Background: an optimization exercise with open tools, aiming at a short achievable clock period and few clock cycles. Do not read the settings as production practice.
Function was checked by simulation only, so behaviour that the tests miss may differ from the original.
No activity file was given, so power comes from the tool's default toggle rates.

==> sierra <==
Design z80, start of the top module:
module z80(
    clk,
    reset_external,
    halt,
    bdos_trap,
    mem_addr,
    mem_we,
    mem_wdata,
    mem_rdata,
    io_addr,
    io_we,
    io_wdata,
    io_rdata
    );
input wire clk;
input wire reset_external;
output reg halt;
output reg bdos_trap;
output wire [15:0] mem_addr;
output reg mem_we;
output wire [7:0] mem_wdata;
input wire [7:0] mem_rdata;
output wire [7:0] io_addr;
output reg io_we;
output wire [7:0] io_wdata;
input wire [7:0] io_rdata;
wire reset;
sync_reset sync_reset(
  .reset_external(reset_external),
  .clk(clk),
  .reset(reset)
  );
reg [7:0] A, F, B, C, D, E, H, L, RMW;
reg [15:0] IX, IY, SP, SPM, PC, TMP, EA;
reg [7:0] ir;
reg [1:0] pfx, xy;
reg xycb, ddone, tk;
reg [2:0] st;
reg [5:0] alu_op_q;
reg [11:0] asel_q;
reg [2:0] a16_op_q;
reg [11:0] as_q;
reg [15:0] JT;
reg [17:0] ws_q;
reg [1:0] ias_q;
reg [11:0] iws_q;
wire [7:0] A_n, F_n, B_n, C_n, D_n, E_n, H_n, L_n, RMW_n;
wire [15:0] IX_n, IY_n, SP_n, PC_n, TMP_n, EA_n;
wire [7:0] ir_n;
wire [1:0] pfx_n, xy_n;
wire xycb_n, ddone_n, tk_n, halt_n, bdos_n, ldir_n;
wire [2:0] st_n;
wire [15:0] spm_n;
assign mem_addr =
    ({16{as_q[0]}} & PC) | ({16{as_q[1]}} & {H, L}) | ({16{as_q[2]}} & {B, C}) | ({16{as_q[3]}} & {D, E}) |
    ({16{as_q[4]}} & SP) | ({16{as_q[5]}} & SPM) | ({16{as_q[6]}} & TMP) | ({16{as_q[7]}} & EA) |
    ({16{as_q[8]}} & IX) | ({16{as_q[9]}} & IY) | ({16{as_q[10]}} & {10'b0, ir[5:3], 3'b0}) |
    ({16{as_q[11]}} & JT);
assign mem_wdata =
    ({8{ws_q[0]}} & A) | ({8{ws_q[1]}} & B) | ({8{ws_q[2]}} & C) | ({8{ws_q[3]}} & D) |
    ({8{ws_q[4]}} & E) | ({8{ws_q[5]}} & H) | ({8{ws_q[6]}} & L) | ({8{ws_q[7]}} & IX[15:8]) |
    ({8{ws_q[8]}} & IX[7:0]) | ({8{ws_q[9]}} & IY[15:8]) | ({8{ws_q[10]}} & IY[7:0]) | ({8{ws_q[11]}} & F) |
    ({8{ws_q[12]}} & TMP[7:0]) | ({8{ws_q[13]}} & PC[15:8]) | ({8{ws_q[14]}} & PC[7:0]) |
    ({8{ws_q[15]}} & SP[15:8]) | ({8{ws_q[16]}} & SP[7:0]) | ({8{ws_q[17]}} & RMW);
  ...
export LEC_CHECK = 0
export CAP_MARGIN = 20
export CORE_MARGIN = 2
export CORE_UTILIZATION = 25
export CTS_CLUSTER_DIAMETER = 60
export CTS_CLUSTER_SIZE = 12
export GPL_ROUTABILITY_DRIVEN = 1
export SLEW_MARGIN = 20
export SYNTH_MEMORY_MAX_BITS = 1048576
create_clock -name core_clock -period 16.0 [get_ports {clk}]
standard.sh (not shown) runs the stock make flow with config.mk's settings and CLKGATE_MAP_FILE= SYNTH_SCRIPT=/design/flow/synth_recipe.tcl, a recipe that flattens the netlist after the stock synthesis.
==> flow/flow/run.sh <==
#!/bin/bash
# The standard layout, with the timing repair asked to aim for more setup
# slack than the flow settings allow, so that it keeps improving the critical
# paths. The constraints (clock period, I/O delays, loads) are the standard flow's own.
set -euo pipefail
MARGIN=${SETUP_MARGIN:-11}
sed "s/\"\\\${@:-finish}\"/SETUP_SLACK_MARGIN=$MARGIN \"\${@:-finish}\"/" standard.sh > standard_margin.sh
grep -q "SETUP_SLACK_MARGIN=$MARGIN" standard_margin.sh
bash standard_margin.sh > flow_make.log 2>&1
test -f out/final.def
==> inputs of garnet, as changes to sierra <==
--- a/flow/design.v
+++ b/flow/design.v
@@ -311,15 +311,15 @@
 assign io_wdata =
     ({8{iws_q[0]}} & A) | ({8{iws_q[1]}} & B) | ({8{iws_q[2]}} & C) | ({8{iws_q[3]}} & D) |
     ({8{iws_q[4]}} & E) | ({8{iws_q[5]}} & H) | ({8{iws_q[6]}} & L) | ({8{iws_q[7]}} & IX[15:8]) |
     ({8{iws_q[8]}} & IX[7:0]) | ({8{iws_q[9]}} & IY[15:8]) | ({8{iws_q[10]}} & IY[7:0]) | ({8{iws_q[11]}} & TMP[7:0]);
 z80_step #(.USEQ(1)) cur (
   .alu_op_q(alu_op_q), .asel_q(asel_q), .a16_op_q(a16_op_q), .alu_op_d(), .asel_d(), .a16_op_d(),
   .TMPx_n(), .EAx_n(), .jrb_n(), .eab_n(), .rel_o(rel_o), .ea_o(),
-  .as_(), .JT(JT), .ws_(), .ias_(), .iws_(), .RMW(RMW), .RMW_n(RMW_n), .SPM_n(spm_n),
+  .as_(), .JT(JT), .ws_(), .ias_(), .iws_(), .RMW(RMW), .RMW_n(RMW_n), .SPM_n(spm_n), .SPM(SPM),
   .A(A), .F(F), .B(B), .C(C), .D(D), .E(E), .H(H), .L(L),
   .IX(IX), .IY(IY), .SP(SP), .PC(PC), .TMP(TMP), .EA(EA),
   .ir(ir), .ir_rmw(ir), .pfx(pfx), .xy(xy), .xycb(xycb), .ddone(ddone), .tk(tk), .st(st), .halt(halt),
   .din(mem_rdata), .iodin(io_rdata), .ma_cur(mem_addr),
   .A_n(A_n), .F_n(F_n), .B_n(B_n), .C_n(C_n), .D_n(D_n), .E_n(E_n), .H_n(H_n), .L_n(L_n),
   .IX_n(IX_n), .IY_n(IY_n), .SP_n(SP_n), .PC_n(PC_n), .TMP_n(TMP_n), .EA_n(EA_n),
   .ir_n(ir_n), .pfx_n(pfx_n), .xy_n(xy_n), .xycb_n(xycb_n), .ddone_n(ddone_n), .tk_n(tk_n),
@@ -334,29 +334,29 @@
 wire [17:0] ws_a, ws_b;
 wire [1:0] ias_a, ias_b;
 wire [11:0] iws_a, iws_b;
 wire we_a, we_b, iowe_a, iowe_b;
 z80_step nxa (
   .alu_op_q(6'd0), .asel_q(12'd0), .a16_op_q(3'd0), .alu_op_d(alu_op_a), .asel_d(asel_a), .a16_op_d(a16_op_a),
   .TMPx_n(), .EAx_n(), .jrb_n(), .eab_n(), .rel_o(), .ea_o(),
-  .as_(as_a), .JT(16'h0000), .ws_(ws_a), .ias_(ias_a), .iws_(iws_a), .RMW(8'h00), .RMW_n(), .SPM_n(),
+  .as_(as_a), .JT(16'h0000), .ws_(ws_a), .ias_(ias_a), .iws_(iws_a), .RMW(8'h00), .RMW_n(), .SPM_n(), .SPM(16'h0000),
   .A(8'h00), .F(8'h00), .B(8'h00), .C(8'h00), .D(8'h00), .E(8'h00), .H(8'h00), .L(8'h00),
   .IX(16'h0000), .IY(16'h0000), .SP(16'h0000), .PC(16'h0000), .TMP(16'h0000), .EA(16'h0000),
   .ir(ir), .ir_rmw(ir), .pfx(pfx), .xy(xy), .xycb(xycb), .ddone(ddone_n), .tk(tk_n), .st(st_n), .halt(halt),
   .din(8'h00), .iodin(8'h00), .ma_cur(16'h0000),
   .A_n(), .F_n(), .B_n(), .C_n(), .D_n(), .E_n(), .H_n(), .L_n(),
   .IX_n(), .IY_n(), .SP_n(), .PC_n(), .TMP_n(), .EA_n(),
   .ir_n(), .pfx_n(), .xy_n(), .xycb_n(), .ddone_n(), .tk_n(),
   .st_n(), .halt_n(), .bdos_n(), .ldir_n(),
   .mem_addr(), .mem_we(we_a), .mem_wdata(), .io_addr(), .io_we(iowe_a), .io_wdata()
   );
 z80_step nxb (
   .alu_op_q(6'd0), .asel_q(12'd0), .a16_op_q(3'd0), .alu_op_d(alu_op_b), .asel_d(asel_b), .a16_op_d(a16_op_b),
   .TMPx_n(), .EAx_n(), .jrb_n(), .eab_n(), .rel_o(), .ea_o(),
-  .as_(as_b), .JT(16'h0000), .ws_(ws_b), .ias_(ias_b), .iws_(iws_b), .RMW(8'h00), .RMW_n(), .SPM_n(),
+  .as_(as_b), .JT(16'h0000), .ws_(ws_b), .ias_(ias_b), .iws_(iws_b), .RMW(8'h00), .RMW_n(), .SPM_n(), .SPM(16'h0000),
   .A(8'h00), .F(8'h00), .B(8'h00), .C(8'h00), .D(8'h00), .E(8'h00), .H(8'h00), .L(8'h00),
   .IX(16'h0000), .IY(16'h0000), .SP(16'h0000), .PC(16'h0000), .TMP(16'h0000), .EA(16'h0000),
   .ir(mem_rdata), .ir_rmw(ir), .pfx(pfx_n), .xy(xy_n), .xycb(xycb_n), .ddone(1'b0), .tk(tk_n), .st(3'd0), .halt(1'b0),
   .din(8'h00), .iodin(8'h00), .ma_cur(16'h0000),
   .A_n(), .F_n(), .B_n(), .C_n(), .D_n(), .E_n(), .H_n(), .L_n(),
   .IX_n(), .IY_n(), .SP_n(), .PC_n(), .TMP_n(), .EA_n(),
   .ir_n(), .pfx_n(), .xy_n(), .xycb_n(), .ddone_n(), .tk_n(),
@@ -458,14 +458,15 @@
     input wire [15:0] JT,
     output reg [17:0] ws_,         
     output reg [1:0] ias_,         
     output reg [11:0] iws_,        
     input wire [7:0] RMW,
     output reg [7:0] RMW_n,
     output wire [15:0] SPM_n,
+    input wire [15:0] SPM,
     input wire [7:0] A, F, B, C, D, E, H, L,
     input wire [15:0] IX, IY, SP, PC, TMP, EA,
     input wire [7:0] ir,
     input wire [7:0] ir_rmw,
     input wire [1:0] pfx,
     input wire [1:0] xy,
     input wire xycb, ddone, tk,
@@ -705,15 +706,19 @@
   .alu16_arg2(rrp),
   .alu16_out(a16_out),
   .alu16_op(USEQ ? a16_op_q : a16_op),
   .alu16_flags_in(F),
   .alu16_flags_out(a16_f)
 );
 wire [15:0] pc1 = inc16(PC);
-assign SPM_n = dec16(SP_n);
+reg [2:0] spk, w16spk;    
+wire [15:0] spm2 = dec16(SPM);
+wire [15:0] hlm1 = dec16(HLx);
+wire [15:0] tmpm1 = dec16(TMP);
+assign SPM_n = (spk == 3'd1) ? SP : (spk == 3'd2) ? spm2 : (spk == 3'd3) ? hlm1 : (spk == 3'd4) ? tmpm1 : SPM;
 wire [15:0] sp1 = inc16(SP);
 wire [15:0] spm1 = dec16(SP);
 wire [15:0] rel_tgt, ea_in;
 add_rel add_jr (.base(pc1), .d(din), .sum(rel_tgt));
 add_rel add_ea (.base(IXY), .d(din), .sum(ea_in));
 wire [7:0] tl = TMP[7:0];
 assign rel_o = rel_tgt;
@@ -730,15 +735,15 @@
 wire [4:0] cp_t5 = {1'b0, A[3:0]} - {1'b0, tl[3:0]};
 wire [8:0] cp_n9 = kadd8(A, ~tl, ~cp_t5[4]);
 wire [7:0] cp_n = cp_n9[7:0];
 wire [8:0] ini_c9 = kadd8(C, 8'h00, 1'b1);
 wire [7:0] ini_c = ini_c9[7:0];    
 wire [8:0] ini_k = kadd8(tl, ini_c, 1'b0);
 wire [8:0] out_k = kadd8(tl, L, 1'b0);
-wire [7:0] decb_f = {bm1[7], bm1 == 8'd0, bm1[5], B[3:0] == 4'd0, bm1[3], B == 8'h80, 1'b1, F[0]};
+wire [7:0] decb_f = {bm1[7], B == 8'd1, bm1[5], B[3:0] == 4'd0, bm1[3], B == 8'h80, 1'b1, F[0]};
 reg fe;
 reg [15:0] fa;
 reg [1:0] npfx, nxy;
 reg w8;  reg [2:0] w8i;  reg [7:0] w8v;
 reg w16; reg [1:0] w16i; reg w16af; reg [15:0] w16v;
 always @(*)
 begin
@@ -748,15 +753,15 @@
   halt_n = halt; bdos_n = 1'b0; ldir_n = 1'b0;
   jrb_n = 1'b0; eab_n = 1'b0; TMPx_n = TMP; EAx_n = EA; RMW_n = RMW;
   st_n = st + 3'd1;
   mem_addr = PC; as_ = ASPC; mem_we = 1'b0; mem_wdata = 8'h00; ws_ = 18'd0;
   io_addr = 8'h00; ias_ = 2'd0; io_we = 1'b0; io_wdata = 8'h00; iws_ = 12'd0;
   fe = 1'b0; fa = PC; fas = ASPC; npfx = 2'd0; nxy = 2'd0;
   w8 = 1'b0; w8i = 3'd0; w8v = alu_out;
-  w16 = 1'b0; w16i = p; w16af = 1'b0; w16v = TMP;
+  w16 = 1'b0; w16i = p; w16af = 1'b0; w16v = TMP; w16spk = 3'd4; spk = 3'd0;
   alu_op = {3'b0, y}; argc = 2'd0;
   a16_op = 3'd4;
   if (pfx == 2'd0 && xy != 2'd0 && mhl && !ddone)
     begin
       mem_addr = PC; as_ = ASPC; PC_n = pc1; EA_n = ea_in; ddone_n = 1'b1; st_n = st;
       eab_n = (ir != 8'h36);
     end
@@ -822,17 +827,17 @@
           default:
             begin
               if (ir[4:3] == 2'b01) begin w16 = 1'b1; w16i = 2'd2; w16v = TMP; end
               fe = 1'b1;
             end
         endcase
       8'b00_??0_011:                                       
-        begin w16 = 1'b1; w16v = inc16(rrp); fe = 1'b1; end
+        begin w16 = 1'b1; w16v = inc16(rrp); w16spk = 3'd1; fe = 1'b1; end
       8'b00_??1_011:                                       
-        begin w16 = 1'b1; w16v = dec16(rrp); fe = 1'b1; end
+        begin w16 = 1'b1; w16v = dec16(rrp); w16spk = 3'd2; fe = 1'b1; end
       8'b00_???_10?:                                       
         begin
           alu_op = ir[0] ? 6'd25 : 6'd24;
           if (y == 3'd6)
             case (st)
               3'd0: begin mem_addr = MHL; as_ = ASMHL; TMP_n[7:0] = din; RMW_n = rmw_din; end
               3'd1: begin argc = 2'd2; mem_addr = MHL; as_ = ASMHL; mem_we = 1'b1; mem_wdata = RMW; ws_ = WSRMW; F_n = alu_f; end
@@ -877,31 +882,31 @@
           begin w8 = 1'b1; w8i = 3'd7; F_n = alu_f; fe = 1'b1; end
       8'b11_???_000, 8'b11_001_001:                        
         case (st)
           3'd0:
             begin
               mem_addr = SP; as_ = ASSP; TMP_n[7:0] = din;
               tk_n = ir[0] || cond(y, F);
-              if (ir[0] || cond(y, F)) SP_n = sp1;
+              if (ir[0] || cond(y, F)) begin SP_n = sp1; spk = 3'd1; end
             end
           3'd1:
             if (tk)
-              begin mem_addr = SP; as_ = ASSP; TMP_n[15:8] = din; SP_n = sp1; end
+              begin mem_addr = SP; as_ = ASSP; TMP_n[15:8] = din; begin SP_n = sp1; spk = 3'd1; end end
             else fe = 1'b1;
           default: begin fe = 1'b1; fa = TMP; fas = ASTMP; end
         endcase
       8'b11_??0_001:                                       
         case (st)
-          3'd0: begin mem_addr = SP; as_ = ASSP; TMP_n[7:0] = din; SP_n = sp1; end
-          3'd1: begin mem_addr = SP; as_ = ASSP; TMP_n[15:8] = din; SP_n = sp1; end
+          3'd0: begin mem_addr = SP; as_ = ASSP; TMP_n[7:0] = din; begin SP_n = sp1; spk = 3'd1; end end
+          3'd1: begin mem_addr = SP; as_ = ASSP; TMP_n[15:8] = din; begin SP_n = sp1; spk = 3'd1; end end
           default: begin w16 = 1'b1; w16af = 1'b1; w16v = TMP; fe = 1'b1; end
         endcase
       8'b11_011_001: fe = 1'b1;                            
       8'b11_101_001: begin fe = 1'b1; fa = HLx; fas = ASHLX; end        
-      8'b11_111_001: begin SP_n = HLx; fe = 1'b1; end      
+      8'b11_111_001: begin begin SP_n = HLx; spk = 3'd3; end fe = 1'b1; end      
       8'b11_???_010, 8'b11_000_011:                        
         case (st)
           3'd0: begin mem_addr = PC; as_ = ASPC; PC_n = pc1; TMP_n[7:0] = din; end
           3'd1: begin mem_addr = PC; as_ = ASPC; PC_n = pc1; TMP_n[15:8] = din; tk_n = ir[0] || cond(y, F); end
           default: begin fe = 1'b1; fa = tk ? TMP : PC; fas = (tk ? ASTMP : ASPC); end
         endcase
       8'b11_001_011:                                       
@@ -921,54 +926,54 @@
       8'b11_011_011:                                       
         if (st == 3'd0)
           begin mem_addr = PC; as_ = ASPC; PC_n = pc1; TMP_n[7:0] = din; end
         else
           begin io_addr = tl; ias_ = IATL; A_n = iodin; fe = 1'b1; end
       8'b11_100_011:                                       
         case (st)
-          3'd0: begin mem_addr = SP; as_ = ASSP; TMP_n[7:0] = din; SP_n = sp1; end
-          3'd1: begin mem_addr = SP; as_ = ASSP; TMP_n[15:8] = din; SP_n = spm1; end
-          3'd2: begin mem_addr = SP; as_ = ASSP; mem_we = 1'b1; mem_wdata = HLx[7:0]; ws_ = WSHLXL; SP_n = sp1; end
-          3'd3: begin mem_addr = SP; as_ = ASSP; mem_we = 1'b1; mem_wdata = HLx[15:8]; ws_ = WSHLXH; SP_n = spm1;
+          3'd0: begin mem_addr = SP; as_ = ASSP; TMP_n[7:0] = din; begin SP_n = sp1; spk = 3'd1; end end
+          3'd1: begin mem_addr = SP; as_ = ASSP; TMP_n[15:8] = din; begin SP_n = spm1; spk = 3'd2; end end
+          3'd2: begin mem_addr = SP; as_ = ASSP; mem_we = 1'b1; mem_wdata = HLx[7:0]; ws_ = WSHLXL; begin SP_n = sp1; spk = 3'd1; end end
+          3'd3: begin mem_addr = SP; as_ = ASSP; mem_we = 1'b1; mem_wdata = HLx[15:8]; ws_ = WSHLXH; begin SP_n = spm1; spk = 3'd2; end
                       w16 = 1'b1; w16i = 2'd2; w16v = TMP; end
           default: fe = 1'b1;
         endcase
       8'b11_101_011:                                       
         begin D_n = HLx[15:8]; E_n = HLx[7:0]; w16 = 1'b1; w16i = 2'd2; w16v = DE; fe = 1'b1; end
       8'b11_11?_011: fe = 1'b1;                            
       8'b11_???_100, 8'b11_001_101:                        
         case (st)
           3'd0: begin mem_addr = PC; as_ = ASPC; PC_n = pc1; TMP_n[7:0] = din; end
           3'd1: begin mem_addr = PC; as_ = ASPC; PC_n = pc1; TMP_n[15:8] = din; tk_n = ir[0] || cond(y, F); end
           3'd2:
             if (tk)
-              begin mem_addr = spm1; as_ = ASSPM; mem_we = 1'b1; mem_wdata = PC[15:8]; ws_ = WSPCH; SP_n = spm1; end
+              begin mem_addr = spm1; as_ = ASSPM; mem_we = 1'b1; mem_wdata = PC[15:8]; ws_ = WSPCH; begin SP_n = spm1; spk = 3'd2; end end
             else fe = 1'b1;
-          3'd3: begin mem_addr = spm1; as_ = ASSPM; mem_we = 1'b1; mem_wdata = PC[7:0]; ws_ = WSPCL; SP_n = spm1; end
+          3'd3: begin mem_addr = spm1; as_ = ASSPM; mem_we = 1'b1; mem_wdata = PC[7:0]; ws_ = WSPCL; begin SP_n = spm1; spk = 3'd2; end end
           default: begin fe = 1'b1; fa = TMP; fas = ASTMP; end
         endcase
       8'b11_??0_101:                                       
         case (st)
-          3'd0: begin mem_addr = spm1; as_ = ASSPM; mem_we = 1'b1; mem_wdata = rrq[15:8]; ws_ = wsrrqh; SP_n = spm1; end
-          3'd1: begin mem_addr = spm1; as_ = ASSPM; mem_we = 1'b1; mem_wdata = rrq[7:0]; ws_ = wsrrql; SP_n = spm1; end
+          3'd0: begin mem_addr = spm1; as_ = ASSPM; mem_we = 1'b1; mem_wdata = rrq[15:8]; ws_ = wsrrqh; begin SP_n = spm1; spk = 3'd2; end end
+          3'd1: begin mem_addr = spm1; as_ = ASSPM; mem_we = 1'b1; mem_wdata = rrq[7:0]; ws_ = wsrrql; begin SP_n = spm1; spk = 3'd2; end end
           default: fe = 1'b1;
         endcase
       8'b11_011_101: begin fe = 1'b1; nxy = 2'd1; end      
       8'b11_111_101: begin fe = 1'b1; nxy = 2'd2; end      
       8'b11_101_101: begin fe = 1'b1; npfx = 2'd2; end     
       8'b11_???_110:                                       
         if (st == 3'd0)
           begin mem_addr = PC; as_ = ASPC; PC_n = pc1; TMP_n[7:0] = din; end
         else
           begin argc = 2'd2; w8 = 1'b1; w8i = 3'd7; F_n = alu_f; fe = 1'b1; end
       8'b11_111_111: fe = 1'b1;                            
       8'b11_???_111:                                       
         case (st)
-          3'd0: begin mem_addr = spm1; as_ = ASSPM; mem_we = 1'b1; mem_wdata = PC[15:8]; ws_ = WSPCH; SP_n = spm1; end
-          3'd1: begin mem_addr = spm1; as_ = ASSPM; mem_we = 1'b1; mem_wdata = PC[7:0]; ws_ = WSPCL; SP_n = spm1; end
+          3'd0: begin mem_addr = spm1; as_ = ASSPM; mem_we = 1'b1; mem_wdata = PC[15:8]; ws_ = WSPCH; begin SP_n = spm1; spk = 3'd2; end end
+          3'd1: begin mem_addr = spm1; as_ = ASSPM; mem_we = 1'b1; mem_wdata = PC[7:0]; ws_ = WSPCL; begin SP_n = spm1; spk = 3'd2; end end
           default: begin fe = 1'b1; fa = {10'b0, y, 3'b0}; fas = ASVEC; end
         endcase
       default: fe = 1'b1;
     endcase
   2'd1:                                                    
     begin
       case (ir[7:6])
@@ -1040,16 +1045,16 @@
               fe = 1'b1;
             end
         endcase
       8'b01_???_100:                                       
         begin alu_op = 6'd30; w8 = 1'b1; w8i = 3'd7; F_n = alu_f; fe = 1'b1; end
       8'b01_???_101:                                       
         case (st)
-          3'd0: begin mem_addr = SP; as_ = ASSP; TMP_n[7:0] = din; SP_n = sp1; tk_n = 1'b1; end
-          3'd1: begin mem_addr = SP; as_ = ASSP; TMP_n[15:8] = din; SP_n = sp1; end
+          3'd0: begin mem_addr = SP; as_ = ASSP; TMP_n[7:0] = din; begin SP_n = sp1; spk = 3'd1; end tk_n = 1'b1; end
+          3'd1: begin mem_addr = SP; as_ = ASSP; TMP_n[15:8] = din; begin SP_n = sp1; spk = 3'd1; end end
           default: begin fe = 1'b1; fa = TMP; fas = ASTMP; end
         endcase
       8'b01_000_111: begin B_n = A; fe = 1'b1; end         
       8'b01_001_111: begin C_n = A; fe = 1'b1; end         
       8'b01_010_111: begin A_n = B; fe = 1'b1; end         
       8'b01_011_111: begin A_n = C; fe = 1'b1; end         
       8'b01_10?_111:                                       
@@ -1061,31 +1066,31 @@
       8'b10_1??_000:                                       
         case (st)
           3'd0: begin mem_addr = HL; as_ = ASHL; TMP_n[7:0] = din; H_n = hl_step[15:8]; L_n = hl_step[7:0]; end
           3'd1:
             begin
               mem_addr = DE; as_ = ASDE; mem_we = 1'b1; mem_wdata = tl; ws_ = WSTL;
               D_n = de_step[15:8]; E_n = de_step[7:0]; B_n = bcm1[15:8]; C_n = bcm1[7:0];
-              F_n = {F[7], F[6], ld_n[1], 1'b0, ld_n[3], bcm1 != 16'd0, 1'b0, F[0]};
-              st_n = (ir[4] && bcm1 != 16'd0) ? 3'd0 : 3'd2;
+              F_n = {F[7], F[6], ld_n[1], 1'b0, ld_n[3], BC != 16'd1, 1'b0, F[0]};
+              st_n = (ir[4] && BC != 16'd1) ? 3'd0 : 3'd2;
             end
           default: fe = 1'b1;
         endcase
       8'b10_1??_001:                                       
         case (st)
           3'd0:
             begin
               mem_addr = HL; as_ = ASHL; TMP_n[7:0] = din; H_n = hl_step[15:8]; L_n = hl_step[7:0];
               B_n = bcm1[15:8]; C_n = bcm1[7:0];
             end
           3'd1:
             begin
-              F_n = {cp_t9[7], cp_t9[7:0] == 8'd0, cp_n[1], cp_t5[4], cp_n[3], BC != 16'd0, 1'b1, F[0]};
+              F_n = {cp_t9[7], A == tl, cp_n[1], cp_t5[4], cp_n[3], BC != 16'd0, 1'b1, F[0]};
               mem_addr = HL; as_ = ASHL;
-              if (ir[4] && BC != 16'd0 && cp_t9[7:0] != 8'd0)
+              if (ir[4] && BC != 16'd0 && A != tl)
                 begin
                   TMP_n[7:0] = din; H_n = hl_step[15:8]; L_n = hl_step[7:0];
                   B_n = bcm1[15:8]; C_n = bcm1[7:0]; st_n = 3'd1;
                 end
               else st_n = 3'd2;
             end
           default: fe = 1'b1;
@@ -1094,15 +1099,15 @@
         case (st)
           3'd0: begin io_addr = C; ias_ = IAC; TMP_n[7:0] = iodin; end
           3'd1:
             begin
               mem_addr = HL; as_ = ASHL; mem_we = 1'b1; mem_wdata = tl; ws_ = WSTL; H_n = hl_step[15:8]; L_n = hl_step[7:0];
               B_n = bm1; io_addr = C; ias_ = IAC;
               F_n = {decb_f[7:5], ini_k[8], decb_f[3], ~^((ini_k[7:0] & 8'h07) ^ bm1), tl[7], ini_k[8]};
-              if (ir[4] && bm1 != 8'd0)
+              if (ir[4] && B != 8'd1)
                 begin TMP_n[7:0] = iodin; st_n = 3'd1; end
               else st_n = 3'd2;
             end
           default: fe = 1'b1;
         endcase
       8'b10_1??_011:                                       
         case (st)
@@ -1143,15 +1148,15 @@
       2'd1: begin D_n = w16v[15:8]; E_n = w16v[7:0]; end
       2'd2:
         if (xy == 2'd0) begin H_n = w16v[15:8]; L_n = w16v[7:0]; end
         else if (xy == 2'd1) IX_n = w16v;
         else IY_n = w16v;
       default:
         if (w16af) begin A_n = w16v[15:8]; F_n = w16v[7:0]; end
-        else SP_n = w16v;
+        else begin SP_n = w16v; spk = w16spk; end
     endcase
   if (!(pfx == 2'd0 && (ir == 8'h10 || ir == 8'h18 || ir[7:5] == 3'b001) && ir[2:0] == 3'd0 && st == 3'd0))
     TMPx_n = TMP_n;
   if (!(pfx == 2'd0 && ((xy != 2'd0 && mhl && !ddone) || (ir == 8'hcb && xy != 2'd0 && st == 3'd0))))
     EAx_n = EA_n;
   if (fe)
     begin
==> notes <==
garnet ran to the end with no violations. sierra finished with timing, DRC and antenna clean.
Between garnet and sierra, the lower global-route usage is in sierra (gap 1.9 points).
Against sierra, the sequential power of garnet is larger by about 9%.
Between sierra and garnet, the lower fmax is in garnet (gap 4.9%, measured against garnet).
Against garnet, the via count of sierra is lower by 3.3%.
Between garnet and sierra, the lower utilization is in garnet (gap 0.30 points).
Between garnet and sierra, the lower final area is in sierra (gap about 1.8%, measured against sierra).
Of garnet and sierra, garnet has the higher synthesized area (gap about 2.7%, measured against sierra).
Of garnet and sierra, sierra has the higher sequential share of layout area (gap 0.18 points).
Against garnet, the worst hold slack of sierra is worse by 25 ps.
Of sierra and garnet, sierra has the higher clock skew (gap 37 ps).
==> figures <==
| quantity | garnet | sierra |
|---|---|---|
| Outcome | complete, no violations | complete, no violations |
| Vert. Die Dim | 428 µm | 422 µm |
| Distinct cell type count after synthesis | 107 | 110 |
| Met2 wire len | 156000 µm | 145000 µm |
| Multiplexer area fraction after synthesis | 3.82% | 3.62% |
| Synth Area in Compound Gates | 39.6% | 38.4% |
| Fraction of power consumed by sequential logic | 6.6% | 6.8% |
| Inverter count of the layout excluding clock inverters | 249 | 208 |
| Met2 global-route usage | 57.3% | 54.5% |
| Maximum number of pins on one net before global-route repair | 69 | 60 |
| Synthesized area divided by synthesized cell count | 6.74 µm² | 6.80 µm² |
| Multi-In Gates | 5489 | 5313 |
| Count of cells resized by post-cts repair | 1076 | 1111 |
| Fin cells | 9479 | 9263 |
| Area added between synthesis and finish | 38.6% | 39.9% |
| Post-synthesis net count | 6933 | 6702 |
| Power Total | 20.3 mW | 17.8 mW |
| Count of antenna diodes in the layout | 44 | 43 |
| Pin slew with the least headroom to its limit | 1350 ps | 1330 ps |
| Critical path arrival | 2560 ps | 2300 ps |
| Wire length on met3 | 71400 µm | 67600 µm |
| Number of buffers and inverters on the critical path | 1 | 4 |
Testbench counts of sierra, summed over its fixed seeds: cycles 150,602.
Testbench counts of garnet, summed over its fixed seeds: cycles 150,602.

[afterwards: timing with drivers on the ports]
No port has a modelled driver above. Below, the same layouts with a new extraction and two added sets of constraints. Step 1, drivers: a clkbuf_16 drives clk and a buf_2 each remaining input, both assumed. Step 2, shift: input delay + t, output delay - t, t = (earliest + latest rising clock arrival at the registers) / 2. This alone moves slack from input paths to output paths. Slacks: ideal ports / drivers / drivers and shift; pairs: ideal ports / drivers.
run	shift t [ns]	setup WS [ns]	clock arrival spread, ns	slew at the worst register clock pin (ns)
sierra	0.787	10.504 / 10.429 / 10.024	0.088 / 0.087	0.07 / 0.07
garnet	0.806	10.237 / 10.151 / 9.966	0.051 / 0.050	0.07 / 0.07
After both steps every run listed still meets setup and hold. For sierra, which loses most, drivers alone change the setup slack by -0.075 ns; drivers and shift together by -0.480 ns.
